Background: an optimization exercise with open tools, aiming at small area. Do not read the settings as production practice.
In this exercise RTL edits were held to simulation tests only and were not proved equivalent to the original.
Power figures rest on the tool's default switching activity, not on a simulated workload.

## flow/design.v

```verilog
module mac (instruction, multiplier, multiplicand, stall, clk, reset_n, result, protect);
	input signed [15:0] multiplier;
	input signed [15:0] multiplicand;
	input  clk;
	input  reset_n;
	input  stall;
	input  [2:0] instruction;
	output signed [31:0] result;
	output signed [7:0] protect;
	reg [31:0] pr;        
	reg [2:0]  prev;      
	reg [39:0] acc40;
	reg [39:0] accl;
	reg [39:0] out;       
	assign result  = out[31:0];
	assign protect = out[39:32];
	wire rst = ~reset_n;
	wire store = instruction[1] ^ instruction[0];    
	wire lane1 = instruction[2];
	wire [15:0] a = multiplier & {16{store}};
	wire [15:0] b = multiplicand;
	wire [31:0] pr_d;
  wire a0 = a[0];
  wire b0 = b[0];
  wire a1 = a[1];
  wire b1 = b[1];
  wire a2 = a[2];
  wire b2 = b[2];
  wire a3 = a[3];
  wire b3 = b[3];
  wire a4 = a[4];
  wire b4 = b[4];
  wire a5 = a[5];
  wire b5 = b[5];
  wire a6 = a[6];
  wire b6 = b[6];
  wire a7 = a[7];
  wire b7 = b[7];
  wire a8 = a[8];
  wire b8 = b[8];
  wire a9 = a[9];
  wire b9 = b[9];
  wire a10 = a[10];
  wire b10 = b[10];
  wire a11 = a[11];
  wire b11 = b[11];
  wire a12 = a[12];
  wire b12 = b[12];
  wire a13 = a[13];
  wire b13 = b[13];
  wire a14 = a[14];
  wire b14 = b[14];
  wire a15 = a[15];
  wire b15 = b[15];
  wire m1 = ~lane1;
  wire m2 = a8 & m1;
  wire m3 = a9 & m1;
  wire m4 = a10 & m1;
  wire m5 = a11 & m1;
  wire m6 = a12 & m1;
  wire m7 = a13 & m1;
  wire m8 = a14 & m1;
  wire m9 = b8 & m1;
  wire m10 = b9 & m1;
  wire m11 = b10 & m1;
  wire m12 = b11 & m1;
  wire m13 = b12 & m1;
  wire m14 = b13 & m1;
  wire m15 = b14 & m1;
  wire m16 = a0 & b0;
  wire m17 = a0 & b1;
  wire m18 = a0 & b2;
  wire m19 = a0 & b3;
  wire m20 = a0 & b4;
  wire m21 = a0 & b5;
  wire m22 = a0 & b6;
  wire m23 = a0 & b7;
  wire m24 = m23 ^ lane1;
  wire m25 = a0 & m9;
  wire m26 = a0 & m10;
  wire m27 = a0 & m11;
  wire m28 = a0 & m12;
  wire m29 = a0 & m13;
  wire m30 = a0 & m14;
  wire m31 = a0 & m15;
  wire m32 = a0 & b15;
  wire m33 = m32 | lane1;
  wire m34 = ~m33;
  wire m35 = a1 & b0;
  wire m36 = a1 & b1;
  wire m37 = a1 & b2;
  wire m38 = a1 & b3;
  wire m39 = a1 & b4;
  wire m40 = a1 & b5;
  wire m41 = a1 & b6;
  wire m42 = a1 & b7;
  wire m43 = m42 ^ lane1;
  wire m44 = a1 & m9;
  wire m45 = a1 & m10;
  wire m46 = a1 & m11;
  wire m47 = a1 & m12;
  wire m48 = a1 & m13;
  wire m49 = a1 & m14;
  wire m50 = a1 & m15;
  wire m51 = a1 & b15;
  wire m52 = m51 | lane1;
  wire m53 = ~m52;
  wire m54 = a2 & b0;
  wire m55 = a2 & b1;
  wire m56 = a2 & b2;
  wire m57 = a2 & b3;
  wire m58 = a2 & b4;
  wire m59 = a2 & b5;
  wire m60 = a2 & b6;
  wire m61 = a2 & b7;
  wire m62 = m61 ^ lane1;
  wire m63 = a2 & m9;
  wire m64 = a2 & m10;
  wire m65 = a2 & m11;
  wire m66 = a2 & m12;
  wire m67 = a2 & m13;
  wire m68 = a2 & m14;
  wire m69 = a2 & m15;
  wire m70 = a2 & b15;
  wire m71 = m70 | lane1;
  wire m72 = ~m71;
  wire m73 = a3 & b0;
  wire m74 = a3 & b1;
  wire m75 = a3 & b2;
  wire m76 = a3 & b3;
  wire m77 = a3 & b4;
  wire m78 = a3 & b5;
  wire m79 = a3 & b6;
  wire m80 = a3 & b7;
  wire m81 = m80 ^ lane1;
  wire m82 = a3 & m9;
  wire m83 = a3 & m10;
  wire m84 = a3 & m11;
  wire m85 = a3 & m12;
  wire m86 = a3 & m13;
  wire m87 = a3 & m14;
  wire m88 = a3 & m15;
  wire m89 = a3 & b15;
  wire m90 = m89 | lane1;
  wire m91 = ~m90;
  wire m92 = a4 & b0;
  wire m93 = a4 & b1;
  wire m94 = a4 & b2;
  wire m95 = a4 & b3;
  wire m96 = a4 & b4;
  wire m97 = a4 & b5;
  wire m98 = a4 & b6;
  wire m99 = a4 & b7;
  wire m100 = m99 ^ lane1;
  wire m101 = a4 & m9;
  wire m102 = a4 & m10;
  wire m103 = a4 & m11;
  wire m104 = a4 & m12;
  wire m105 = a4 & m13;
  wire m106 = a4 & m14;
  wire m107 = a4 & m15;
  wire m108 = a4 & b15;
  wire m109 = m108 | lane1;
  wire m110 = ~m109;
  wire m111 = a5 & b0;
  wire m112 = a5 & b1;
  wire m113 = a5 & b2;
  wire m114 = a5 & b3;
  wire m115 = a5 & b4;
  wire m116 = a5 & b5;
  wire m117 = a5 & b6;
  wire m118 = a5 & b7;
  wire m119 = m118 ^ lane1;
  wire m120 = a5 & m9;
  wire m121 = a5 & m10;
  wire m122 = a5 & m11;
  wire m123 = a5 & m12;
  wire m124 = a5 & m13;
  wire m125 = a5 & m14;
  wire m126 = a5 & m15;
  wire m127 = a5 & b15;
  wire m128 = m127 | lane1;
  wire m129 = ~m128;
  wire m130 = a6 & b0;
  wire m131 = a6 & b1;
  wire m132 = a6 & b2;
  wire m133 = a6 & b3;
  wire m134 = a6 & b4;
  wire m135 = a6 & b5;
  wire m136 = a6 & b6;
  wire m137 = a6 & b7;
  wire m138 = m137 ^ lane1;
  wire m139 = a6 & m9;
  wire m140 = a6 & m10;
  wire m141 = a6 & m11;
  wire m142 = a6 & m12;
  wire m143 = a6 & m13;
  wire m144 = a6 & m14;
  wire m145 = a6 & m15;
  wire m146 = a6 & b15;
  wire m147 = m146 | lane1;
  wire m148 = ~m147;
  wire m149 = a7 & b0;
  wire m150 = m149 ^ lane1;
  wire m151 = a7 & b1;
  wire m152 = m151 ^ lane1;
  wire m153 = a7 & b2;
  wire m154 = m153 ^ lane1;
  wire m155 = a7 & b3;
  wire m156 = m155 ^ lane1;
  wire m157 = a7 & b4;
  wire m158 = m157 ^ lane1;
  wire m159 = a7 & b5;
  wire m160 = m159 ^ lane1;
  wire m161 = a7 & b6;
  wire m162 = m161 ^ lane1;
  wire m163 = a7 & b7;
  wire m164 = a7 & m9;
  wire m165 = a7 & m10;
  wire m166 = a7 & m11;
  wire m167 = a7 & m12;
  wire m168 = a7 & m13;
  wire m169 = a7 & m14;
  wire m170 = a7 & m15;
  wire m171 = a7 & b15;
  wire m172 = m171 | lane1;
  wire m173 = ~m172;
  wire m174 = m2 & b0;
  wire m175 = m2 & b1;
  wire m176 = m2 & b2;
  wire m177 = m2 & b3;
  wire m178 = m2 & b4;
  wire m179 = m2 & b5;
  wire m180 = m2 & b6;
  wire m181 = m2 & b7;
  wire m182 = a8 & b8;
  wire m183 = a8 & b9;
  wire m184 = a8 & b10;
  wire m185 = a8 & b11;
  wire m186 = a8 & b12;
  wire m187 = a8 & b13;
  wire m188 = a8 & b14;
  wire m189 = a8 & b15;
  wire m190 = ~m189;
  wire m191 = m3 & b0;
  wire m192 = m3 & b1;
  wire m193 = m3 & b2;
  wire m194 = m3 & b3;
  wire m195 = m3 & b4;
  wire m196 = m3 & b5;
  wire m197 = m3 & b6;
  wire m198 = m3 & b7;
  wire m199 = a9 & b8;
  wire m200 = a9 & b9;
  wire m201 = a9 & b10;
  wire m202 = a9 & b11;
  wire m203 = a9 & b12;
  wire m204 = a9 & b13;
  wire m205 = a9 & b14;
  wire m206 = a9 & b15;
  wire m207 = ~m206;
  wire m208 = m4 & b0;
  wire m209 = m4 & b1;
  wire m210 = m4 & b2;
  wire m211 = m4 & b3;
  wire m212 = m4 & b4;
  wire m213 = m4 & b5;
  wire m214 = m4 & b6;
  wire m215 = m4 & b7;
  wire m216 = a10 & b8;
  wire m217 = a10 & b9;
  wire m218 = a10 & b10;
  wire m219 = a10 & b11;
  wire m220 = a10 & b12;
  wire m221 = a10 & b13;
  wire m222 = a10 & b14;
  wire m223 = a10 & b15;
  wire m224 = ~m223;
  wire m225 = m5 & b0;
  wire m226 = m5 & b1;
  wire m227 = m5 & b2;
  wire m228 = m5 & b3;
  wire m229 = m5 & b4;
  wire m230 = m5 & b5;
  wire m231 = m5 & b6;
  wire m232 = m5 & b7;
  wire m233 = a11 & b8;
  wire m234 = a11 & b9;
  wire m235 = a11 & b10;
  wire m236 = a11 & b11;
  wire m237 = a11 & b12;
  wire m238 = a11 & b13;
  wire m239 = a11 & b14;
  wire m240 = a11 & b15;
  wire m241 = ~m240;
  wire m242 = m6 & b0;
  wire m243 = m6 & b1;
  wire m244 = m6 & b2;
  wire m245 = m6 & b3;
  wire m246 = m6 & b4;
  wire m247 = m6 & b5;
  wire m248 = m6 & b6;
  wire m249 = m6 & b7;
  wire m250 = a12 & b8;
  wire m251 = a12 & b9;
  wire m252 = a12 & b10;
  wire m253 = a12 & b11;
  wire m254 = a12 & b12;
  wire m255 = a12 & b13;
  wire m256 = a12 & b14;
  wire m257 = a12 & b15;
  wire m258 = ~m257;
  wire m259 = m7 & b0;
  wire m260 = m7 & b1;
  wire m261 = m7 & b2;
  wire m262 = m7 & b3;
  wire m263 = m7 & b4;
  wire m264 = m7 & b5;
  wire m265 = m7 & b6;
  wire m266 = m7 & b7;
  wire m267 = a13 & b8;
  wire m268 = a13 & b9;
  wire m269 = a13 & b10;
  wire m270 = a13 & b11;
  wire m271 = a13 & b12;
  wire m272 = a13 & b13;
  wire m273 = a13 & b14;
  wire m274 = a13 & b15;
  wire m275 = ~m274;
  wire m276 = m8 & b0;
  wire m277 = m8 & b1;
  wire m278 = m8 & b2;
  wire m279 = m8 & b3;
  wire m280 = m8 & b4;
  wire m281 = m8 & b5;
  wire m282 = m8 & b6;
  wire m283 = m8 & b7;
  wire m284 = a14 & b8;
  wire m285 = a14 & b9;
  wire m286 = a14 & b10;
  wire m287 = a14 & b11;
  wire m288 = a14 & b12;
  wire m289 = a14 & b13;
  wire m290 = a14 & b14;
  wire m291 = a14 & b15;
  wire m292 = ~m291;
  wire m293 = a15 & b0;
  wire m294 = m293 | lane1;
  wire m295 = ~m294;
  wire m296 = a15 & b1;
  wire m297 = m296 | lane1;
  wire m298 = ~m297;
  wire m299 = a15 & b2;
  wire m300 = m299 | lane1;
  wire m301 = ~m300;
  wire m302 = a15 & b3;
  wire m303 = m302 | lane1;
  wire m304 = ~m303;
  wire m305 = a15 & b4;
  wire m306 = m305 | lane1;
  wire m307 = ~m306;
  wire m308 = a15 & b5;
  wire m309 = m308 | lane1;
  wire m310 = ~m309;
  wire m311 = a15 & b6;
  wire m312 = m311 | lane1;
  wire m313 = ~m312;
  wire m314 = a15 & b7;
  wire m315 = m314 | lane1;
  wire m316 = ~m315;
  wire m317 = a15 & b8;
  wire m318 = ~m317;
  wire m319 = a15 & b9;
  wire m320 = ~m319;
  wire m321 = a15 & b10;
  wire m322 = ~m321;
  wire m323 = a15 & b11;
  wire m324 = ~m323;
  wire m325 = a15 & b12;
  wire m326 = ~m325;
  wire m327 = a15 & b13;
  wire m328 = ~m327;
  wire m329 = a15 & b14;
  wire m330 = ~m329;
  wire m331 = a15 & b15;
  wire m332, m333;
  ha um332 (.a(m138), .b(m162), .s(m332), .co(m333));
  wire m334, m335;
  fa um334 (.a(m163), .b(m31), .c(m49), .s(m334), .co(m335));
  wire m336, m337;
  ha um336 (.a(m67), .b(m85), .s(m336), .co(m337));
  wire m338, m339;
  fa um338 (.a(m34), .b(m50), .c(m68), .s(m338), .co(m339));
  wire m340, m341;
  fa um340 (.a(m86), .b(m104), .c(m122), .s(m340), .co(m341));
  wire m342, m343;
  ha um342 (.a(m140), .b(m164), .s(m342), .co(m343));
  wire m344, m345;
  fa um344 (.a(m1), .b(m182), .c(m53), .s(m344), .co(m345));
  wire m346, m347;
  fa um346 (.a(m69), .b(m87), .c(m105), .s(m346), .co(m347));
  wire m348, m349;
  fa um348 (.a(m123), .b(m141), .c(m165), .s(m348), .co(m349));
  wire m350, m351;
  fa um350 (.a(m183), .b(m199), .c(m72), .s(m350), .co(m351));
  wire m352, m353;
  fa um352 (.a(m88), .b(m106), .c(m124), .s(m352), .co(m353));
  wire m354, m355;
  fa um354 (.a(m184), .b(m200), .c(m216), .s(m354), .co(m355));
  wire m356, m357;
  ha um356 (.a(lane1), .b(m60), .s(m356), .co(m357));
  wire m358, m359;
  fa um358 (.a(m79), .b(m97), .c(m115), .s(m358), .co(m359));
  wire m360, m361;
  fa um360 (.a(m98), .b(m116), .c(m134), .s(m360), .co(m361));
  wire m362, m363;
  ha um362 (.a(m81), .b(m156), .s(m362), .co(m363));
  wire m364, m365;
  fa um364 (.a(m117), .b(m135), .c(m100), .s(m364), .co(m365));
  wire m366, m367;
  fa um366 (.a(m158), .b(m28), .c(m46), .s(m366), .co(m367));
  wire m368, m369;
  ha um368 (.a(m64), .b(m82), .s(m368), .co(m369));
  wire m370, m371;
  fa um370 (.a(m136), .b(m119), .c(m160), .s(m370), .co(m371));
  wire m372, m373;
  fa um372 (.a(m29), .b(m47), .c(m65), .s(m372), .co(m373));
  wire m374, m375;
  fa um374 (.a(m83), .b(m101), .c(m178), .s(m374), .co(m375));
  wire m376, m377;
  ha um376 (.a(m194), .b(m210), .s(m376), .co(m377));
  wire m378, m379;
  fa um378 (.a(m30), .b(m48), .c(m66), .s(m378), .co(m379));
  wire m380, m381;
  fa um380 (.a(m84), .b(m102), .c(m120), .s(m380), .co(m381));
  wire m382, m383;
  fa um382 (.a(m179), .b(m195), .c(m211), .s(m382), .co(m383));
  wire m384, m385;
  fa um384 (.a(m227), .b(m243), .c(m259), .s(m384), .co(m385));
  wire m386, m387;
  fa um386 (.a(m103), .b(m121), .c(m139), .s(m386), .co(m387));
  wire m388, m389;
  fa um388 (.a(m180), .b(m196), .c(m212), .s(m388), .co(m389));
  wire m390, m391;
  fa um390 (.a(m228), .b(m244), .c(m260), .s(m390), .co(m391));
  wire m392, m393;
  fa um392 (.a(m276), .b(m333), .c(m336), .s(m392), .co(m393));
  wire m394, m395;
  fa um394 (.a(m181), .b(m197), .c(m213), .s(m394), .co(m395));
  wire m396, m397;
  fa um396 (.a(m229), .b(m245), .c(m261), .s(m396), .co(m397));
  wire m398, m399;
  fa um398 (.a(m277), .b(m295), .c(m337), .s(m398), .co(m399));
  wire m400, m401;
  fa um400 (.a(m342), .b(m335), .c(m338), .s(m400), .co(m401));
  wire m402, m403;
  fa um402 (.a(m198), .b(m214), .c(m230), .s(m402), .co(m403));
  wire m404, m405;
  fa um404 (.a(m246), .b(m262), .c(m278), .s(m404), .co(m405));
  wire m406, m407;
  fa um406 (.a(m298), .b(m343), .c(m339), .s(m406), .co(m407));
  wire m408, m409;
  fa um408 (.a(m341), .b(m344), .c(m346), .s(m408), .co(m409));
  wire m410, m411;
  fa um410 (.a(m142), .b(m166), .c(m215), .s(m410), .co(m411));
  wire m412, m413;
  fa um412 (.a(m231), .b(m247), .c(m263), .s(m412), .co(m413));
  wire m414, m415;
  fa um414 (.a(m279), .b(m301), .c(m345), .s(m414), .co(m415));
  wire m416, m417;
  fa um416 (.a(m347), .b(m349), .c(m350), .s(m416), .co(m417));
  wire m418, m419;
  fa um418 (.a(m91), .b(m107), .c(m125), .s(m418), .co(m419));
  wire m420, m421;
  fa um420 (.a(m143), .b(m167), .c(m232), .s(m420), .co(m421));
  wire m422, m423;
  fa um422 (.a(m248), .b(m264), .c(m280), .s(m422), .co(m423));
  wire m424, m425;
  fa um424 (.a(m304), .b(m354), .c(m351), .s(m424), .co(m425));
  wire m426, m427;
  fa um426 (.a(m185), .b(m201), .c(m217), .s(m426), .co(m427));
  wire m428, m429;
  fa um428 (.a(m233), .b(m110), .c(m126), .s(m428), .co(m429));
  wire m430, m431;
  fa um430 (.a(m144), .b(m168), .c(m249), .s(m430), .co(m431));
  wire m432, m433;
  fa um432 (.a(m265), .b(m281), .c(m307), .s(m432), .co(m433));
  wire m434, m435;
  fa um434 (.a(m186), .b(m202), .c(m218), .s(m434), .co(m435));
  wire m436, m437;
  fa um436 (.a(m234), .b(m250), .c(m129), .s(m436), .co(m437));
  wire m438, m439;
  fa um438 (.a(m145), .b(m169), .c(m266), .s(m438), .co(m439));
  wire m440, m441;
  fa um440 (.a(m187), .b(m203), .c(m219), .s(m440), .co(m441));
  wire m442, m443;
  fa um442 (.a(m235), .b(m251), .c(m267), .s(m442), .co(m443));
  wire m444, m445;
  fa um444 (.a(m188), .b(m204), .c(m220), .s(m444), .co(m445));
  wire m446, m447;
  ha um446 (.a(m22), .b(m40), .s(m446), .co(m447));
  wire m448, m449;
  fa um448 (.a(m41), .b(m59), .c(m77), .s(m448), .co(m449));
  wire m450, m451;
  ha um450 (.a(m95), .b(m113), .s(m450), .co(m451));
  wire m452, m453;
  fa um452 (.a(m78), .b(m96), .c(m114), .s(m452), .co(m453));
  wire m454, m455;
  fa um454 (.a(m132), .b(m43), .c(m152), .s(m454), .co(m455));
  wire m456, m457;
  ha um456 (.a(m25), .b(m174), .s(m456), .co(m457));
  wire m458, m459;
  fa um458 (.a(m133), .b(m62), .c(m154), .s(m458), .co(m459));
  wire m460, m461;
  fa um460 (.a(m26), .b(m44), .c(m175), .s(m460), .co(m461));
  wire m462, m463;
  fa um462 (.a(m191), .b(m357), .c(m358), .s(m462), .co(m463));
  wire m464, m465;
  fa um464 (.a(m27), .b(m45), .c(m63), .s(m464), .co(m465));
  wire m466, m467;
  fa um466 (.a(m176), .b(m192), .c(m208), .s(m466), .co(m467));
  wire m468, m469;
  fa um468 (.a(m362), .b(m359), .c(m360), .s(m468), .co(m469));
  wire m470, m471;
  fa um470 (.a(m177), .b(m193), .c(m209), .s(m470), .co(m471));
  wire m472, m473;
  fa um472 (.a(m225), .b(m363), .c(m368), .s(m472), .co(m473));
  wire m474, m475;
  fa um474 (.a(m361), .b(m364), .c(m366), .s(m474), .co(m475));
  wire m476, m477;
  fa um476 (.a(m226), .b(m242), .c(m369), .s(m476), .co(m477));
  wire m478, m479;
  fa um478 (.a(m376), .b(m365), .c(m370), .s(m478), .co(m479));
  wire m480, m481;
  fa um480 (.a(m367), .b(m372), .c(m374), .s(m480), .co(m481));
  wire m482, m483;
  fa um482 (.a(m332), .b(m377), .c(m371), .s(m482), .co(m483));
  wire m484, m485;
  fa um484 (.a(m373), .b(m375), .c(m378), .s(m484), .co(m485));
  wire m486, m487;
  fa um486 (.a(m380), .b(m382), .c(m384), .s(m486), .co(m487));
  wire m488, m489;
  fa um488 (.a(m379), .b(m381), .c(m383), .s(m488), .co(m489));
  wire m490, m491;
  fa um490 (.a(m385), .b(m386), .c(m388), .s(m490), .co(m491));
  wire m492, m493;
  fa um492 (.a(m390), .b(m334), .c(m392), .s(m492), .co(m493));
  wire m494, m495;
  fa um494 (.a(m387), .b(m389), .c(m391), .s(m494), .co(m495));
  wire m496, m497;
  fa um496 (.a(m394), .b(m396), .c(m340), .s(m496), .co(m497));
  wire m498, m499;
  fa um498 (.a(m393), .b(m398), .c(m400), .s(m498), .co(m499));
  wire m500, m501;
  fa um500 (.a(m395), .b(m397), .c(m402), .s(m500), .co(m501));
  wire m502, m503;
  fa um502 (.a(m404), .b(m348), .c(m399), .s(m502), .co(m503));
  wire m504, m505;
  fa um504 (.a(m401), .b(m406), .c(m408), .s(m504), .co(m505));
  wire m506, m507;
  fa um506 (.a(m403), .b(m405), .c(m410), .s(m506), .co(m507));
  wire m508, m509;
  fa um508 (.a(m412), .b(m352), .c(m407), .s(m508), .co(m509));
  wire m510, m511;
  fa um510 (.a(m409), .b(m414), .c(m416), .s(m510), .co(m511));
  wire m512, m513;
  fa um512 (.a(m411), .b(m413), .c(m418), .s(m512), .co(m513));
  wire m514, m515;
  fa um514 (.a(m420), .b(m422), .c(m353), .s(m514), .co(m515));
  wire m516, m517;
  fa um516 (.a(m415), .b(m417), .c(m424), .s(m516), .co(m517));
  wire m518, m519;
  fa um518 (.a(m426), .b(m355), .c(m419), .s(m518), .co(m519));
  wire m520, m521;
  fa um520 (.a(m421), .b(m423), .c(m428), .s(m520), .co(m521));
  wire m522, m523;
  fa um522 (.a(m430), .b(m432), .c(m425), .s(m522), .co(m523));
  wire m524, m525;
  fa um524 (.a(m282), .b(m310), .c(m427), .s(m524), .co(m525));
  wire m526, m527;
  fa um526 (.a(m434), .b(m429), .c(m431), .s(m526), .co(m527));
  wire m528, m529;
  fa um528 (.a(m433), .b(m436), .c(m438), .s(m528), .co(m529));
  wire m530, m531;
  fa um530 (.a(m148), .b(m170), .c(m283), .s(m530), .co(m531));
  wire m532, m533;
  fa um532 (.a(m313), .b(m435), .c(m440), .s(m532), .co(m533));
  wire m534, m535;
  fa um534 (.a(m442), .b(m437), .c(m439), .s(m534), .co(m535));
  wire m536, m537;
  fa um536 (.a(m236), .b(m252), .c(m268), .s(m536), .co(m537));
  wire m538, m539;
  fa um538 (.a(m284), .b(m173), .c(m316), .s(m538), .co(m539));
  wire m540, m541;
  fa um540 (.a(m441), .b(m443), .c(m444), .s(m540), .co(m541));
  wire m542, m543;
  fa um542 (.a(m205), .b(m221), .c(m237), .s(m542), .co(m543));
  wire m544, m545;
  fa um544 (.a(m253), .b(m269), .c(m285), .s(m544), .co(m545));
  wire m546, m547;
  fa um546 (.a(m190), .b(m318), .c(m445), .s(m546), .co(m547));
  wire m548, m549;
  fa um548 (.a(lane1), .b(m222), .c(m238), .s(m548), .co(m549));
  wire m550, m551;
  fa um550 (.a(m254), .b(m270), .c(m286), .s(m550), .co(m551));
  wire m552, m553;
  ha um552 (.a(m207), .b(m320), .s(m552), .co(m553));
  wire m554, m555;
  fa um554 (.a(m239), .b(m255), .c(m271), .s(m554), .co(m555));
  wire m556, m557;
  ha um556 (.a(m287), .b(m224), .s(m556), .co(m557));
  wire m558, m559;
  ha um558 (.a(m256), .b(m272), .s(m558), .co(m559));
  wire m560, m561;
  ha um560 (.a(m20), .b(m38), .s(m560), .co(m561));
  wire m562, m563;
  fa um562 (.a(m21), .b(m39), .c(m57), .s(m562), .co(m563));
  wire m564, m565;
  ha um564 (.a(m75), .b(m93), .s(m564), .co(m565));
  wire m566, m567;
  fa um566 (.a(m58), .b(m76), .c(m94), .s(m566), .co(m567));
  wire m568, m569;
  fa um568 (.a(m112), .b(m130), .c(m446), .s(m568), .co(m569));
  wire m570, m571;
  fa um570 (.a(m131), .b(m24), .c(m150), .s(m570), .co(m571));
  wire m572, m573;
  fa um572 (.a(m447), .b(m450), .c(m448), .s(m572), .co(m573));
  wire m574, m575;
  fa um574 (.a(m451), .b(m356), .c(m456), .s(m574), .co(m575));
  wire m576, m577;
  fa um576 (.a(m449), .b(m452), .c(m454), .s(m576), .co(m577));
  wire m578, m579;
  fa um578 (.a(m457), .b(m453), .c(m455), .s(m578), .co(m579));
  wire m580, m581;
  fa um580 (.a(m458), .b(m460), .c(m462), .s(m580), .co(m581));
  wire m582, m583;
  fa um582 (.a(m459), .b(m461), .c(m464), .s(m582), .co(m583));
  wire m584, m585;
  fa um584 (.a(m466), .b(m463), .c(m468), .s(m584), .co(m585));
  wire m586, m587;
  fa um586 (.a(m465), .b(m467), .c(m470), .s(m586), .co(m587));
  wire m588, m589;
  fa um588 (.a(m472), .b(m469), .c(m474), .s(m588), .co(m589));
  wire m590, m591;
  fa um590 (.a(m471), .b(m473), .c(m476), .s(m590), .co(m591));
  wire m592, m593;
  fa um592 (.a(m478), .b(m475), .c(m480), .s(m592), .co(m593));
  wire m594, m595;
  fa um594 (.a(m477), .b(m479), .c(m482), .s(m594), .co(m595));
  wire m596, m597;
  fa um596 (.a(m481), .b(m484), .c(m486), .s(m596), .co(m597));
  wire m598, m599;
  fa um598 (.a(m483), .b(m485), .c(m487), .s(m598), .co(m599));
  wire m600, m601;
  fa um600 (.a(m488), .b(m490), .c(m492), .s(m600), .co(m601));
  wire m602, m603;
  fa um602 (.a(m489), .b(m491), .c(m494), .s(m602), .co(m603));
  wire m604, m605;
  fa um604 (.a(m496), .b(m493), .c(m498), .s(m604), .co(m605));
  wire m606, m607;
  fa um606 (.a(m495), .b(m497), .c(m500), .s(m606), .co(m607));
  wire m608, m609;
  fa um608 (.a(m502), .b(m499), .c(m504), .s(m608), .co(m609));
  wire m610, m611;
  fa um610 (.a(m501), .b(m506), .c(m503), .s(m610), .co(m611));
  wire m612, m613;
  fa um612 (.a(m505), .b(m508), .c(m510), .s(m612), .co(m613));
  wire m614, m615;
  fa um614 (.a(m507), .b(m512), .c(m514), .s(m614), .co(m615));
  wire m616, m617;
  fa um616 (.a(m509), .b(m511), .c(m516), .s(m616), .co(m617));
  wire m618, m619;
  fa um618 (.a(m513), .b(m515), .c(m518), .s(m618), .co(m619));
  wire m620, m621;
  fa um620 (.a(m520), .b(m517), .c(m522), .s(m620), .co(m621));
  wire m622, m623;
  fa um622 (.a(m524), .b(m519), .c(m521), .s(m622), .co(m623));
  wire m624, m625;
  fa um624 (.a(m526), .b(m528), .c(m523), .s(m624), .co(m625));
  wire m626, m627;
  fa um626 (.a(m530), .b(m525), .c(m532), .s(m626), .co(m627));
  wire m628, m629;
  fa um628 (.a(m527), .b(m529), .c(m534), .s(m628), .co(m629));
  wire m630, m631;
  fa um630 (.a(m536), .b(m531), .c(m538), .s(m630), .co(m631));
  wire m632, m633;
  fa um632 (.a(m533), .b(m540), .c(m535), .s(m632), .co(m633));
  wire m634, m635;
  fa um634 (.a(m537), .b(m542), .c(m544), .s(m634), .co(m635));
  wire m636, m637;
  fa um636 (.a(m539), .b(m541), .c(m546), .s(m636), .co(m637));
  wire m638, m639;
  fa um638 (.a(m552), .b(m543), .c(m545), .s(m638), .co(m639));
  wire m640, m641;
  fa um640 (.a(m548), .b(m550), .c(m547), .s(m640), .co(m641));
  wire m642, m643;
  fa um642 (.a(m322), .b(m553), .c(m556), .s(m642), .co(m643));
  wire m644, m645;
  fa um644 (.a(m549), .b(m551), .c(m554), .s(m644), .co(m645));
  wire m646, m647;
  fa um646 (.a(m288), .b(m241), .c(m324), .s(m646), .co(m647));
  wire m648, m649;
  fa um648 (.a(m558), .b(m557), .c(m555), .s(m648), .co(m649));
  wire m650, m651;
  fa um650 (.a(m273), .b(m289), .c(m258), .s(m650), .co(m651));
  wire m652, m653;
  ha um652 (.a(m326), .b(m559), .s(m652), .co(m653));
  wire m654, m655;
  ha um654 (.a(m290), .b(m275), .s(m654), .co(m655));
  wire m656, m657;
  ha um656 (.a(m19), .b(m37), .s(m656), .co(m657));
  wire m658, m659;
  fa um658 (.a(m56), .b(m74), .c(m92), .s(m658), .co(m659));
  wire m660, m661;
  fa um660 (.a(m111), .b(m561), .c(m564), .s(m660), .co(m661));
  wire m662, m663;
  fa um662 (.a(m565), .b(m563), .c(m566), .s(m662), .co(m663));
  wire m664, m665;
  fa um664 (.a(m567), .b(m570), .c(m569), .s(m664), .co(m665));
  wire m666, m667;
  fa um666 (.a(m571), .b(m574), .c(m573), .s(m666), .co(m667));
  wire m668, m669;
  fa um668 (.a(m575), .b(m577), .c(m578), .s(m668), .co(m669));
  wire m670, m671;
  fa um670 (.a(m579), .b(m582), .c(m581), .s(m670), .co(m671));
  wire m672, m673;
  fa um672 (.a(m583), .b(m586), .c(m585), .s(m672), .co(m673));
  wire m674, m675;
  fa um674 (.a(m587), .b(m590), .c(m589), .s(m674), .co(m675));
  wire m676, m677;
  fa um676 (.a(m591), .b(m594), .c(m593), .s(m676), .co(m677));
  wire m678, m679;
  fa um678 (.a(m595), .b(m597), .c(m598), .s(m678), .co(m679));
  wire m680, m681;
  fa um680 (.a(m599), .b(m602), .c(m601), .s(m680), .co(m681));
  wire m682, m683;
  fa um682 (.a(m603), .b(m606), .c(m605), .s(m682), .co(m683));
  wire m684, m685;
  fa um684 (.a(m607), .b(m610), .c(m609), .s(m684), .co(m685));
  wire m686, m687;
  fa um686 (.a(m614), .b(m611), .c(m613), .s(m686), .co(m687));
  wire m688, m689;
  fa um688 (.a(m615), .b(m618), .c(m617), .s(m688), .co(m689));
  wire m690, m691;
  fa um690 (.a(m619), .b(m622), .c(m621), .s(m690), .co(m691));
  wire m692, m693;
  fa um692 (.a(m626), .b(m623), .c(m628), .s(m692), .co(m693));
  wire m694, m695;
  fa um694 (.a(m630), .b(m627), .c(m629), .s(m694), .co(m695));
  wire m696, m697;
  fa um696 (.a(m634), .b(m631), .c(m636), .s(m696), .co(m697));
  wire m698, m699;
  fa um698 (.a(m635), .b(m638), .c(m637), .s(m698), .co(m699));
  wire m700, m701;
  fa um700 (.a(m642), .b(m639), .c(m644), .s(m700), .co(m701));
  wire m702, m703;
  fa um702 (.a(m646), .b(m643), .c(m645), .s(m702), .co(m703));
  wire m704, m705;
  fa um704 (.a(m647), .b(m650), .c(m652), .s(m704), .co(m705));
  wire m706, m707;
  fa um706 (.a(m328), .b(m654), .c(m651), .s(m706), .co(m707));
  wire m708, m709;
  ha um708 (.a(m292), .b(m330), .s(m708), .co(m709));
  wire m710, m711;
  ha um710 (.a(m18), .b(m36), .s(m710), .co(m711));
  wire m712, m713;
  fa um712 (.a(m55), .b(m73), .c(m656), .s(m712), .co(m713));
  wire m714, m715;
  fa um714 (.a(m657), .b(m560), .c(m658), .s(m714), .co(m715));
  wire m716, m717;
  fa um716 (.a(m659), .b(m562), .c(m660), .s(m716), .co(m717));
  wire m718, m719;
  fa um718 (.a(m661), .b(m568), .c(m662), .s(m718), .co(m719));
  wire m720, m721;
  fa um720 (.a(m663), .b(m572), .c(m664), .s(m720), .co(m721));
  wire m722, m723;
  fa um722 (.a(m576), .b(m665), .c(m666), .s(m722), .co(m723));
  wire m724, m725;
  fa um724 (.a(m667), .b(m580), .c(m668), .s(m724), .co(m725));
  wire m726, m727;
  fa um726 (.a(m584), .b(m669), .c(m670), .s(m726), .co(m727));
  wire m728, m729;
  fa um728 (.a(m588), .b(m671), .c(m672), .s(m728), .co(m729));
  wire m730, m731;
  fa um730 (.a(m592), .b(m673), .c(m674), .s(m730), .co(m731));
  wire m732, m733;
  fa um732 (.a(m596), .b(m675), .c(m676), .s(m732), .co(m733));
  wire m734, m735;
  fa um734 (.a(m600), .b(m677), .c(m678), .s(m734), .co(m735));
  wire m736, m737;
  fa um736 (.a(m679), .b(m604), .c(m680), .s(m736), .co(m737));
  wire m738, m739;
  fa um738 (.a(m608), .b(m681), .c(m682), .s(m738), .co(m739));
  wire m740, m741;
  fa um740 (.a(m612), .b(m683), .c(m684), .s(m740), .co(m741));
  wire m742, m743;
  fa um742 (.a(m616), .b(m685), .c(m686), .s(m742), .co(m743));
  wire m744, m745;
  fa um744 (.a(m620), .b(m687), .c(m688), .s(m744), .co(m745));
  wire m746, m747;
  fa um746 (.a(m624), .b(m689), .c(m690), .s(m746), .co(m747));
  wire m748, m749;
  fa um748 (.a(m692), .b(m625), .c(m691), .s(m748), .co(m749));
  wire m750, m751;
  fa um750 (.a(m632), .b(m693), .c(m694), .s(m750), .co(m751));
  wire m752, m753;
  fa um752 (.a(m633), .b(m696), .c(m695), .s(m752), .co(m753));
  wire m754, m755;
  fa um754 (.a(m640), .b(m697), .c(m698), .s(m754), .co(m755));
  wire m756, m757;
  fa um756 (.a(m700), .b(m641), .c(m699), .s(m756), .co(m757));
  wire m758, m759;
  fa um758 (.a(m648), .b(m701), .c(m702), .s(m758), .co(m759));
  wire m760, m761;
  fa um760 (.a(m649), .b(m704), .c(m703), .s(m760), .co(m761));
  wire m762, m763;
  fa um762 (.a(m653), .b(m705), .c(m706), .s(m762), .co(m763));
  wire m764, m765;
  fa um764 (.a(m708), .b(m655), .c(m707), .s(m764), .co(m765));
  wire m766, m767;
  ha um766 (.a(m331), .b(m709), .s(m766), .co(m767));
  wire m768, m769;
  ha um768 (.a(m17), .b(m35), .s(m768), .co(m769));
  wire m770, m771;
  fa um770 (.a(m710), .b(m54), .c(m769), .s(m770), .co(m771));
  wire m772, m773;
  fa um772 (.a(m711), .b(m712), .c(m771), .s(m772), .co(m773));
  wire m774, m775;
  fa um774 (.a(m713), .b(m714), .c(m773), .s(m774), .co(m775));
  wire m776, m777;
  fa um776 (.a(m715), .b(m716), .c(m775), .s(m776), .co(m777));
  wire m778, m779;
  fa um778 (.a(m717), .b(m718), .c(m777), .s(m778), .co(m779));
  wire m780, m781;
  fa um780 (.a(m719), .b(m720), .c(m779), .s(m780), .co(m781));
  wire m782, m783;
  ha um782 (.a(m721), .b(m722), .s(m782), .co(m783));
  wire m784, m785;
  fa um784 (.a(m723), .b(m724), .c(m783), .s(m784), .co(m785));
  wire m786, m787;
  fa um786 (.a(m725), .b(m726), .c(m785), .s(m786), .co(m787));
  wire m788, m789;
  fa um788 (.a(m727), .b(m728), .c(m787), .s(m788), .co(m789));
  wire m790, m791;
  fa um790 (.a(m729), .b(m730), .c(m789), .s(m790), .co(m791));
  wire m792, m793;
  fa um792 (.a(m731), .b(m732), .c(m791), .s(m792), .co(m793));
  wire m794 = m782 ^ m781;
  wire m795 = m781 & m782;
  wire m796 = m784 ^ m795;
  wire m797 = m782 & m784;
  wire m798 = m781 & m797;
  wire m799 = m786 ^ m798;
  wire m800 = m797 & m786;
  wire m801 = m781 & m800;
  wire m802 = m788 ^ m801;
  wire m803 = m800 & m788;
  wire m804 = m781 & m803;
  wire m805 = m790 ^ m804;
  wire m806 = m803 & m790;
  wire m807 = m781 & m806;
  wire m808 = m792 ^ m807;
  wire m809 = m806 & m792;
  wire m810 = m781 & m809;
  wire m811 = m793 | m810;
  wire m812, m813;
  ha um812 (.a(m733), .b(m734), .s(m812), .co(m813));
  wire m814, m815;
  fa um814 (.a(m735), .b(m736), .c(m813), .s(m814), .co(m815));
  wire m816, m817;
  fa um816 (.a(m737), .b(m738), .c(m815), .s(m816), .co(m817));
  wire m818, m819;
  fa um818 (.a(m739), .b(m740), .c(m817), .s(m818), .co(m819));
  wire m820, m821;
  fa um820 (.a(m741), .b(m742), .c(m819), .s(m820), .co(m821));
  wire m822, m823;
  fa um822 (.a(m743), .b(m744), .c(m821), .s(m822), .co(m823));
  wire m824 = m812 ^ m811;
  wire m825 = m811 & m812;
  wire m826 = m814 ^ m825;
  wire m827 = m812 & m814;
  wire m828 = m811 & m827;
  wire m829 = m816 ^ m828;
  wire m830 = m827 & m816;
  wire m831 = m811 & m830;
  wire m832 = m818 ^ m831;
  wire m833 = m830 & m818;
  wire m834 = m811 & m833;
  wire m835 = m820 ^ m834;
  wire m836 = m833 & m820;
  wire m837 = m811 & m836;
  wire m838 = m822 ^ m837;
  wire m839 = m836 & m822;
  wire m840 = m811 & m839;
  wire m841 = m823 | m840;
  wire m842, m843;
  ha um842 (.a(m745), .b(m746), .s(m842), .co(m843));
  wire m844, m845;
  fa um844 (.a(m747), .b(m748), .c(m843), .s(m844), .co(m845));
  wire m846, m847;
  fa um846 (.a(m749), .b(m750), .c(m845), .s(m846), .co(m847));
  wire m848, m849;
  fa um848 (.a(m751), .b(m752), .c(m847), .s(m848), .co(m849));
  wire m850, m851;
  fa um850 (.a(m753), .b(m754), .c(m849), .s(m850), .co(m851));
  wire m852, m853;
  fa um852 (.a(m755), .b(m756), .c(m851), .s(m852), .co(m853));
  wire m854 = m842 ^ m841;
  wire m855 = m841 & m842;
  wire m856 = m844 ^ m855;
  wire m857 = m842 & m844;
  wire m858 = m841 & m857;
  wire m859 = m846 ^ m858;
  wire m860 = m857 & m846;
  wire m861 = m841 & m860;
  wire m862 = m848 ^ m861;
  wire m863 = m860 & m848;
  wire m864 = m841 & m863;
  wire m865 = m850 ^ m864;
  wire m866 = m863 & m850;
  wire m867 = m841 & m866;
  wire m868 = m852 ^ m867;
  wire m869 = m866 & m852;
  wire m870 = m841 & m869;
  wire m871 = m853 | m870;
  wire m872, m873;
  ha um872 (.a(m757), .b(m758), .s(m872), .co(m873));
  wire m874, m875;
  fa um874 (.a(m759), .b(m760), .c(m873), .s(m874), .co(m875));
  wire m876, m877;
  fa um876 (.a(m761), .b(m762), .c(m875), .s(m876), .co(m877));
  wire m878, m879;
  fa um878 (.a(m763), .b(m764), .c(m877), .s(m878), .co(m879));
  wire m880, m881;
  fa um880 (.a(m765), .b(m766), .c(m879), .s(m880), .co(m881));
  wire m882, m883;
  ha um882 (.a(m767), .b(m881), .s(m882), .co(m883));
  wire m884 = m872 ^ m871;
  wire m885 = m871 & m872;
  wire m886 = m874 ^ m885;
  wire m887 = m872 & m874;
  wire m888 = m871 & m887;
  wire m889 = m876 ^ m888;
  wire m890 = m887 & m876;
  wire m891 = m871 & m890;
  wire m892 = m878 ^ m891;
  wire m893 = m890 & m878;
  wire m894 = m871 & m893;
  wire m895 = m880 ^ m894;
  wire m896 = m893 & m880;
  wire m897 = m871 & m896;
  wire m898 = m882 ^ m897;
  wire m899 = m896 & m882;
  wire m900 = m871 & m899;
  wire m901 = m883 | m900;
  wire m902 = ~m898;
  wire m903 = m826 ^ lane1;
  assign pr_d[0] = m16;
  assign pr_d[1] = m768;
  assign pr_d[2] = m770;
  assign pr_d[3] = m772;
  assign pr_d[4] = m774;
  assign pr_d[5] = m776;
  assign pr_d[6] = m778;
  assign pr_d[7] = m780;
  assign pr_d[8] = m794;
  assign pr_d[9] = m796;
  assign pr_d[10] = m799;
  assign pr_d[11] = m802;
  assign pr_d[12] = m805;
  assign pr_d[13] = m808;
  assign pr_d[14] = m824;
  assign pr_d[15] = m903;
  assign pr_d[16] = m829;
  assign pr_d[17] = m832;
  assign pr_d[18] = m835;
  assign pr_d[19] = m838;
  assign pr_d[20] = m854;
  assign pr_d[21] = m856;
  assign pr_d[22] = m859;
  assign pr_d[23] = m862;
  assign pr_d[24] = m865;
  assign pr_d[25] = m868;
  assign pr_d[26] = m884;
  assign pr_d[27] = m886;
  assign pr_d[28] = m889;
  assign pr_d[29] = m892;
  assign pr_d[30] = m895;
  assign pr_d[31] = m902;
	always @(posedge clk)
		if (!stall) pr <= pr_d;
	wire active = ~(prev == 3'd4);
	wire prev0  = (prev == 3'd0);
	wire sel_l  = prev[2] | (prev0 & instruction[2]);    
	wire lane2  = prev[2];
	wire addin  = prev[1];                               
	wire clamp  = prev[1] & prev[0];                     
	wire [39:0] x = (lane2 ? accl : acc40) & {40{addin}};
	wire [39:0] sum;
  wire x0 = x[0];
  wire x1 = x[1];
  wire x2 = x[2];
  wire x3 = x[3];
  wire x4 = x[4];
  wire x5 = x[5];
  wire x6 = x[6];
  wire x7 = x[7];
  wire x8 = x[8];
  wire x9 = x[9];
  wire x10 = x[10];
  wire x11 = x[11];
  wire x12 = x[12];
  wire x13 = x[13];
  wire x14 = x[14];
  wire x15 = x[15];
  wire x16 = x[16];
  wire x17 = x[17];
  wire x18 = x[18];
  wire x19 = x[19];
  wire x20 = x[20];
  wire x21 = x[21];
  wire x22 = x[22];
  wire x23 = x[23];
  wire x24 = x[24];
  wire x25 = x[25];
  wire x26 = x[26];
  wire x27 = x[27];
  wire x28 = x[28];
  wire x29 = x[29];
  wire x30 = x[30];
  wire x31 = x[31];
  wire x32 = x[32];
  wire x33 = x[33];
  wire x34 = x[34];
  wire x35 = x[35];
  wire x36 = x[36];
  wire x37 = x[37];
  wire x38 = x[38];
  wire x39 = x[39];
  wire p0 = pr[0];
  wire p1 = pr[1];
  wire p2 = pr[2];
  wire p3 = pr[3];
  wire p4 = pr[4];
  wire p5 = pr[5];
  wire p6 = pr[6];
  wire p7 = pr[7];
  wire p8 = pr[8];
  wire p9 = pr[9];
  wire p10 = pr[10];
  wire p11 = pr[11];
  wire p12 = pr[12];
  wire p13 = pr[13];
  wire p14 = pr[14];
  wire p15 = pr[15];
  wire p16 = pr[16];
  wire p17 = pr[17];
  wire p18 = pr[18];
  wire p19 = pr[19];
  wire p20 = pr[20];
  wire p21 = pr[21];
  wire p22 = pr[22];
  wire p23 = pr[23];
  wire p24 = pr[24];
  wire p25 = pr[25];
  wire p26 = pr[26];
  wire p27 = pr[27];
  wire p28 = pr[28];
  wire p29 = pr[29];
  wire p30 = pr[30];
  wire p31 = pr[31];
  wire q1 = lane2 & p15;
  wire q2 = ~lane2;
  wire q3 = q2 & p31;
  wire q4 = q1 | q3;
  wire q5 = ~lane2;
  wire q6, q7;
  ha uq6 (.a(x0), .b(p0), .s(q6), .co(q7));
  wire q8, q9;
  fa uq8 (.a(x1), .b(p1), .c(q7), .s(q8), .co(q9));
  wire q10, q11;
  fa uq10 (.a(x2), .b(p2), .c(q9), .s(q10), .co(q11));
  wire q12, q13;
  fa uq12 (.a(x3), .b(p3), .c(q11), .s(q12), .co(q13));
  wire q14, q15;
  fa uq14 (.a(x4), .b(p4), .c(q13), .s(q14), .co(q15));
  wire q16, q17;
  fa uq16 (.a(x5), .b(p5), .c(q15), .s(q16), .co(q17));
  wire q18, q19;
  fa uq18 (.a(x6), .b(p6), .c(q17), .s(q18), .co(q19));
  wire q20, q21;
  fa uq20 (.a(x7), .b(p7), .c(q19), .s(q20), .co(q21));
  wire q22, q23;
  fa uq22 (.a(x8), .b(p8), .c(q21), .s(q22), .co(q23));
  wire q24, q25;
  fa uq24 (.a(x9), .b(p9), .c(q23), .s(q24), .co(q25));
  wire q26, q27;
  fa uq26 (.a(x10), .b(p10), .c(q25), .s(q26), .co(q27));
  wire q28, q29;
  fa uq28 (.a(x11), .b(p11), .c(q27), .s(q28), .co(q29));
  wire q30, q31;
  fa uq30 (.a(x12), .b(p12), .c(q29), .s(q30), .co(q31));
  wire q32, q33;
  fa uq32 (.a(x13), .b(p13), .c(q31), .s(q32), .co(q33));
  wire q34, q35;
  fa uq34 (.a(x14), .b(p14), .c(q33), .s(q34), .co(q35));
  wire q36, q37;
  fa uq36 (.a(x15), .b(p15), .c(q35), .s(q36), .co(q37));
  wire q38, q39;
  ha uq38 (.a(x16), .b(p16), .s(q38), .co(q39));
  wire q40, q41;
  fa uq40 (.a(x17), .b(p17), .c(q39), .s(q40), .co(q41));
  wire q42, q43;
  fa uq42 (.a(x18), .b(p18), .c(q41), .s(q42), .co(q43));
  wire q44, q45;
  fa uq44 (.a(x19), .b(p19), .c(q43), .s(q44), .co(q45));
  wire q46, q47;
  fa uq46 (.a(x20), .b(p20), .c(q45), .s(q46), .co(q47));
  wire q48, q49;
  fa uq48 (.a(x21), .b(p21), .c(q47), .s(q48), .co(q49));
  wire q50, q51;
  fa uq50 (.a(x22), .b(p22), .c(q49), .s(q50), .co(q51));
  wire q52, q53;
  fa uq52 (.a(x23), .b(p23), .c(q51), .s(q52), .co(q53));
  wire q54, q55;
  fa uq54 (.a(x24), .b(p24), .c(q53), .s(q54), .co(q55));
  wire q56, q57;
  fa uq56 (.a(x25), .b(p25), .c(q55), .s(q56), .co(q57));
  wire q58, q59;
  fa uq58 (.a(x26), .b(p26), .c(q57), .s(q58), .co(q59));
  wire q60, q61;
  fa uq60 (.a(x27), .b(p27), .c(q59), .s(q60), .co(q61));
  wire q62, q63;
  fa uq62 (.a(x28), .b(p28), .c(q61), .s(q62), .co(q63));
  wire q64, q65;
  fa uq64 (.a(x29), .b(p29), .c(q63), .s(q64), .co(q65));
  wire q66, q67;
  fa uq66 (.a(x30), .b(p30), .c(q65), .s(q66), .co(q67));
  wire q68, q69;
  fa uq68 (.a(x31), .b(p31), .c(q67), .s(q68), .co(q69));
  wire q70 = q37 & q5;
  wire q71 = q38 ^ q70;
  wire q72 = q70 & q38;
  wire q73 = q40 ^ q72;
  wire q74 = q38 & q40;
  wire q75 = q70 & q74;
  wire q76 = q42 ^ q75;
  wire q77 = q74 & q42;
  wire q78 = q70 & q77;
  wire q79 = q44 ^ q78;
  wire q80 = q77 & q44;
  wire q81 = q70 & q80;
  wire q82 = q46 ^ q81;
  wire q83 = q80 & q46;
  wire q84 = q70 & q83;
  wire q85 = q48 ^ q84;
  wire q86 = q83 & q48;
  wire q87 = q70 & q86;
  wire q88 = q50 ^ q87;
  wire q89 = q86 & q50;
  wire q90 = q70 & q89;
  wire q91 = q52 ^ q90;
  wire q92 = q89 & q52;
  wire q93 = q70 & q92;
  wire q94 = q54 ^ q93;
  wire q95 = q92 & q54;
  wire q96 = q70 & q95;
  wire q97 = q56 ^ q96;
  wire q98 = q95 & q56;
  wire q99 = q70 & q98;
  wire q100 = q58 ^ q99;
  wire q101 = q98 & q58;
  wire q102 = q70 & q101;
  wire q103 = q60 ^ q102;
  wire q104 = q101 & q60;
  wire q105 = q70 & q104;
  wire q106 = q62 ^ q105;
  wire q107 = q104 & q62;
  wire q108 = q70 & q107;
  wire q109 = q64 ^ q108;
  wire q110 = q107 & q64;
  wire q111 = q70 & q110;
  wire q112 = q66 ^ q111;
  wire q113 = q110 & q66;
  wire q114 = q70 & q113;
  wire q115 = q68 ^ q114;
  wire q116 = q113 & q68;
  wire q117 = q70 & q116;
  wire q118 = q69 | q117;
  wire q119, q120;
  ha uq119 (.a(x32), .b(q4), .s(q119), .co(q120));
  wire q121, q122;
  fa uq121 (.a(x33), .b(q4), .c(q120), .s(q121), .co(q122));
  wire q123, q124;
  fa uq123 (.a(x34), .b(q4), .c(q122), .s(q123), .co(q124));
  wire q125, q126;
  fa uq125 (.a(x35), .b(q4), .c(q124), .s(q125), .co(q126));
  wire q127 = lane2 & q37;
  wire q128 = q5 & q118;
  wire q129 = q127 | q128;
  wire q130 = q119 ^ q129;
  wire q131 = q129 & q119;
  wire q132 = q121 ^ q131;
  wire q133 = q119 & q121;
  wire q134 = q129 & q133;
  wire q135 = q123 ^ q134;
  wire q136 = q133 & q123;
  wire q137 = q129 & q136;
  wire q138 = q125 ^ q137;
  wire q139 = q136 & q125;
  wire q140 = q129 & q139;
  wire q141 = q126 | q140;
  wire q142, q143;
  ha uq142 (.a(x36), .b(p31), .s(q142), .co(q143));
  wire q144, q145;
  fa uq144 (.a(x37), .b(p31), .c(q143), .s(q144), .co(q145));
  wire q146, q147;
  fa uq146 (.a(x38), .b(p31), .c(q145), .s(q146), .co(q147));
  wire q148, q149;
  fa uq148 (.a(x39), .b(p31), .c(q147), .s(q148), .co(q149));
  wire q150 = lane2 & q118;
  wire q151 = q5 & q141;
  wire q152 = q150 | q151;
  wire q153 = q142 ^ q152;
  wire q154 = q152 & q142;
  wire q155 = q144 ^ q154;
  wire q156 = q142 & q144;
  wire q157 = q152 & q156;
  wire q158 = q146 ^ q157;
  wire q159 = q156 & q146;
  wire q160 = q152 & q159;
  wire q161 = q148 ^ q160;
  wire q162 = q159 & q148;
  wire q163 = q152 & q162;
  wire q164 = q149 | q163;
  assign sum[0] = q6;
  assign sum[1] = q8;
  assign sum[2] = q10;
  assign sum[3] = q12;
  assign sum[4] = q14;
  assign sum[5] = q16;
  assign sum[6] = q18;
  assign sum[7] = q20;
  assign sum[8] = q22;
  assign sum[9] = q24;
  assign sum[10] = q26;
  assign sum[11] = q28;
  assign sum[12] = q30;
  assign sum[13] = q32;
  assign sum[14] = q34;
  assign sum[15] = q36;
  assign sum[16] = q71;
  assign sum[17] = q73;
  assign sum[18] = q76;
  assign sum[19] = q79;
  assign sum[20] = q82;
  assign sum[21] = q85;
  assign sum[22] = q88;
  assign sum[23] = q91;
  assign sum[24] = q94;
  assign sum[25] = q97;
  assign sum[26] = q100;
  assign sum[27] = q103;
  assign sum[28] = q106;
  assign sum[29] = q109;
  assign sum[30] = q112;
  assign sum[31] = q115;
  assign sum[32] = q130;
  assign sum[33] = q132;
  assign sum[34] = q135;
  assign sum[35] = q138;
  assign sum[36] = q153;
  assign sum[37] = q155;
  assign sum[38] = q158;
  assign sum[39] = q161;
	wire [39:0] m = lane2 ? accl : acc40;
	wire ovf_a = ~(&m[39:31]) & (|m[39:31]);
	wire ovf_p = ~(&{m[35:32], m[15]}) & (|{m[35:32], m[15]});
	wire ovf_l = ~(&{m[39:36], m[31]}) & (|{m[39:36], m[31]});
	wire s_lo  = lane2 ? m[35] : m[39];
	wire s_hi  = m[39];
	wire f_lo  = clamp & (lane2 ? ovf_p : ovf_a);
	wire f_hi  = clamp & (lane2 ? ovf_l : ovf_a);
	wire [39:0] cv = {8'b0, s_hi, {15{~s_hi}}, lane2 ? s_lo : ~s_lo, {15{~s_lo}}};
	wire [39:0] fm = {8'b0, {16{f_hi}}, {16{f_lo}}};
	wire [39:0] nxt = ((fm & cv) | (~fm & sum)) & {40{reset_n}};
	wire go = ~stall & active;
	always @(posedge clk) begin
		if (rst | (go & ~sel_l)) acc40 <= nxt;
		if (rst | (go & sel_l))  accl  <= nxt;
		if (rst | go)            out   <= (sel_l ? accl : acc40) & {40{reset_n}};
		if (rst | ~stall)        prev  <= rst ? 3'd4 : instruction;
	end
endmodule
module fa (a, b, c, s, co);
	input a, b, c;
	output s, co;
	assign s  = a ^ b ^ c;
	assign co = (a & b) | (a & c) | (b & c);
endmodule
module ha (a, b, s, co);
	input a, b;
	output s, co;
	assign s  = a ^ b;
	assign co = a & b;
endmodule
```

## flow/run.sh

```bash
#!/bin/bash
# synth_recipe.tcl (not shown) runs the flow's synth.tcl, then flattens the netlist and writes it again
# the make line also repeats each setting of config.mk as NAME=value (left out here)
make -C /OpenROAD-flow-scripts/flow DESIGN_CONFIG=/design/flow/config.mk WORK_HOME=/design/flow/orfs CLKGATE_MAP_FILE= SYNTH_SCRIPT=/design/flow/synth_recipe.tcl finish
```

## flow/config.mk

```make
export PLATFORM = sky130hd
export DESIGN_NAME = mac
export DESIGN_NICKNAME = mac
export VERILOG_FILES = /design/flow/design.v
export SDC_FILE = /design/flow/constraint.sdc
export NUM_CORES = 4
export LEC_CHECK = 0
export ABC_AREA = 1
export CAP_MARGIN = 20
export CORE_MARGIN = 2
export CORE_UTILIZATION = 40
export SLEW_MARGIN = 20
export SYNTH_HIERARCHICAL = 1
```

## flow/constraint.sdc

```tcl
create_clock -name core_clock -period 9.5 [get_ports {clk}]
set_input_delay 1.9000 -clock core_clock [delete_from_list [all_inputs] [get_ports {clk}]]
set_output_delay 1.9000 -clock core_clock [all_outputs]
set_load 0.01 [all_outputs]
```

==> run notes <==
Slew @ Worst Pin=0.9219 ns; r2r setup slk=0.42 ns; MaxCap Viol Count=0; status=finished clean; hpwl dp=26710 µm; WP data arrival=9.23 ns; PortBufs=77; peak supply drop=120.7 µV; fin nets=1775; first-pass GRT wire length=57110 µm; syn nets=1680; CTS tree=done; Top FF cell, synth=edfxtp_1; synthesized area=14250 µm²; Critical path buffers and inverters=2; simple-gate share of the synthesized area=16.42%; multi-input logic area=9040 µm²; Reg clk slew, reported paths=0.07 ns; adder-cell area share of the yosys netlist=39.59%; die area=37140 µm²; clock root cell=clkbuf_16; Slowest Stage Delay on Critical Path=0.51 ns; layout cells sized above 1=7.703%; DR iter-0 viols=893; Max stage delay cell, worst path=edfxtp_1; post-cts sizing count=0; Critical Path Start=prev[2]; DR vias=9943; Non-Filler Instances=1915; DRT Pass-1 Iters=7; die width=192.7 µm; Clock power frac=17.4%; fmax=110.1 MHz; largest net degree at the start of global routing=42; vias in the first global route=10624; Reg area=4654 µm²; cell count after synthesis=1346; Seq/Total Area, Yosys=32.67%; Top Ports=78; Min Hold Slack=0.5834 ns; residual DRC count=0; Netlist cell types=48; Initial Util=40.35%; Fillers=3254; Crit. End Element=flip-flop; internal power=2.567 mW; WP data required=9.65 ns; setup TNS=0 ns; TritonCTS buffer count=17; Post-synth ARST share=0%; final RePlAce weighted congestion=0.9173; Core Util, Final=46.60%; main combinational cell family by area after synthesis=adder cells; Tmin final=9.085 ns; period utilization=95.63%; Total Power=4.201 mW; area grow syn2layout=15.50%; die extent in y=192.7 µm; switch share=38.89%; Seq cells post-synth=155; number of synthesized flops with an enable pin=155; part of the power in registers=29.8%; Net Sw Power=1.634 mW; post-synthesis xor/xnor area fraction=2.029%; Ys Warns=7; post-synthesis mux area share=0.07026%; total congestion overflow=0; critical-path maximum fanout=15; # placed instances=1883; ANT nets after route=0; hold buffers post-CTS=0; start of the worst register-to-register path=prev[2]; P per Cell Area=255.3 nW/µm²; Row Count=69; unrepaired setup endpoints after global routing=false; Slew Viols, Final=0; final clock skew=0.009593 ns; critical path class=flip-flop to flip-flop; Relative slew margins=38.32%; H-tree depth=4; Clock Latency Late Sink=0.43 ns; most common cell after layout, fill and taps aside=nor2_1; initial antenna violation count=0; Pleak=7.301 nW; critical path depth in cells=32; Clock Tree Buf Depth=2; Post-CTS Setup Bufs=0; # clock sinks=155; Reg2Reg Capture Point=accl[37]; Compound-Gate Fraction of Synth Area=5.103%; Tot GR Track Use=20.07%; Worst Reg2Reg Path Length in Cells=32; Fin. Hold Viols=0; DR WL/cell=18.31 µm; cell repeated most along the worst path=fa_1; most frequent cells in the layout=nor2_1, fa_1, nand2_1; drt total wl=35060 µm; CP endpoint=accl[37]; endpoints failing setup=0; synthesized area per cell=10.58 µm²; Placeable Area=35310 µm²; n_diodes=0; Critical Path Source Type=flip-flop; Hold WC Path Type=flip-flop to flip-flop; routed vias/inst=5.192; Top delay family on crit path=adder cells; combinational cell fraction of total power=52.9%
[worst min path at each step]
stage / from / end / slack, ns / cells past startpoint
2_1_floorplan: acc40[29] / out[29] / 0.55 / 2
3_3_place_gp: acc40[32] / out[32] / 0.56 / 2
3_5_place_dp: acc40[37] / out[37] / 0.57 / 2
4_1_cts: acc40[37] / out[37] / 0.59 / 2
5_1_grt: acc40[32] / out[32] / 0.63 / 2
6_report: acc40[37] / out[37] / 0.58 / 2
[sequential cells by signal, indices dropped and copies added (netlist names)]
register	flops
acc40	40
accl	40
out	40
pr	32
prev	3
[power groups by stage]
| stage | registers, mW | clock network [mW] | logic (mW) |
|---|---|---|---|
| 2_1_floorplan | 1.26 | 0 | 1.67 |
| 3_3_place_gp | 1.26 | 0 | 2.18 |
| 3_5_place_dp | 1.27 | 0 | 2.23 |
| 4_1_cts | 1.26 | 0.743 | 2.24 |
| 5_1_grt | 1.28 | 0.771 | 2.57 |
| 6_report | 1.25 | 0.729 | 2.22 |
[tightest hold or removal path, stage by stage, from the launching register on]
cell and delay [ns]:
edfxtp_1 0.34, nand3_1 0.07, o21ai_0 0.07
[Yosys stat by module, one instance, submodules excluded]
module / area (µm²) / flops+latches
ha: 12.51 / 0
fa: 20.02 / 0
mac: 8693 / 155
[final cells by class]
type	instances	share of cell area (%)
well taps	461	3.505
clock inverters	15	1.285
inverters	98	2.236
clock buffers	17	2.585
repair buffers	128	7.163
flip-flops and latches	155	28.29
multi-input cells	1041	54.94
[through the flow]
step	cell area, µm²	worst slack (ns)
final	16450	0.4154
after global routing	16450	0.06034
after detailed placement	15820	0.1489
after CTS	16450	0.4182
after global placement	15820	0.2606
after floorplan	14250	0.9620
[synthesized netlist by cell type, types with 3 or more instances]
master    number  share of area, %
a21oi_1       57               2.0
buf_1          3             0.079
buf_2          3              0.11
clkbuf_1      43               1.1
edfxtp_1     155                33
fa_1         258                36
ha_1          38               3.3
inv_1         95               2.5
nand2_1      160               4.2
nand3_1       19              0.67
nand3_2        4              0.28
nand4_1        6              0.26
nor2_1       363               9.6
nor2_2         3              0.13
o21ai_0       66               2.3
or2_2          3              0.13
xnor2_1        8              0.49
xor2_1        25               1.5
[per-layer routing]
metal	up-vias	global-route usage (%)	routed length, µm
li1	4495	-	-
met1	4991	27.86	15380
met2	407	33.35	16950
met3	50	3.182	2258
met4	0	4.287	473
met5	-	0	0
[cell families (layout without fill, tap and decap cells)]
logic type	Yosys count	count (layout)
adder cells (fa/ha/maj)	296	296
AO/OA/AOI/OAI	135	135
buffers and inverters	150	258
XOR/XNOR	33	33
multiplexers	1	1
AND/OR/NAND/NOR	576	576
flip-flops	155	155

## static timing again, ports no longer ideal
In the flow no input, the clock included, has a driving cell. The finished layout below was timed again as built, in two steps. Step 1: set_driving_cell puts a clkbuf_16 on clk and a buf_2 on each other input, an assumption about the parent block. Step 2 moves the port delays by t, midway between the first and last clock arrival at a register: inputs arrive t later, outputs are due t later. That takes back most of the time a late clock gives input paths. Three values: no drivers, after step 1, after step 2; two values: the first two.
t (ns): 0.468
setup slack, ns: 0.415 / 0.415 / 0.134
clock arrival spread, ns: 0.009 / 0.010
worst slew at a driven data input, ns: 0.04
pins driven straight from the clock port: 1
After both steps this run still meets setup and hold. The setup slack of this run moves by 0.000 ns with the drivers and by -0.281 ns with both steps.
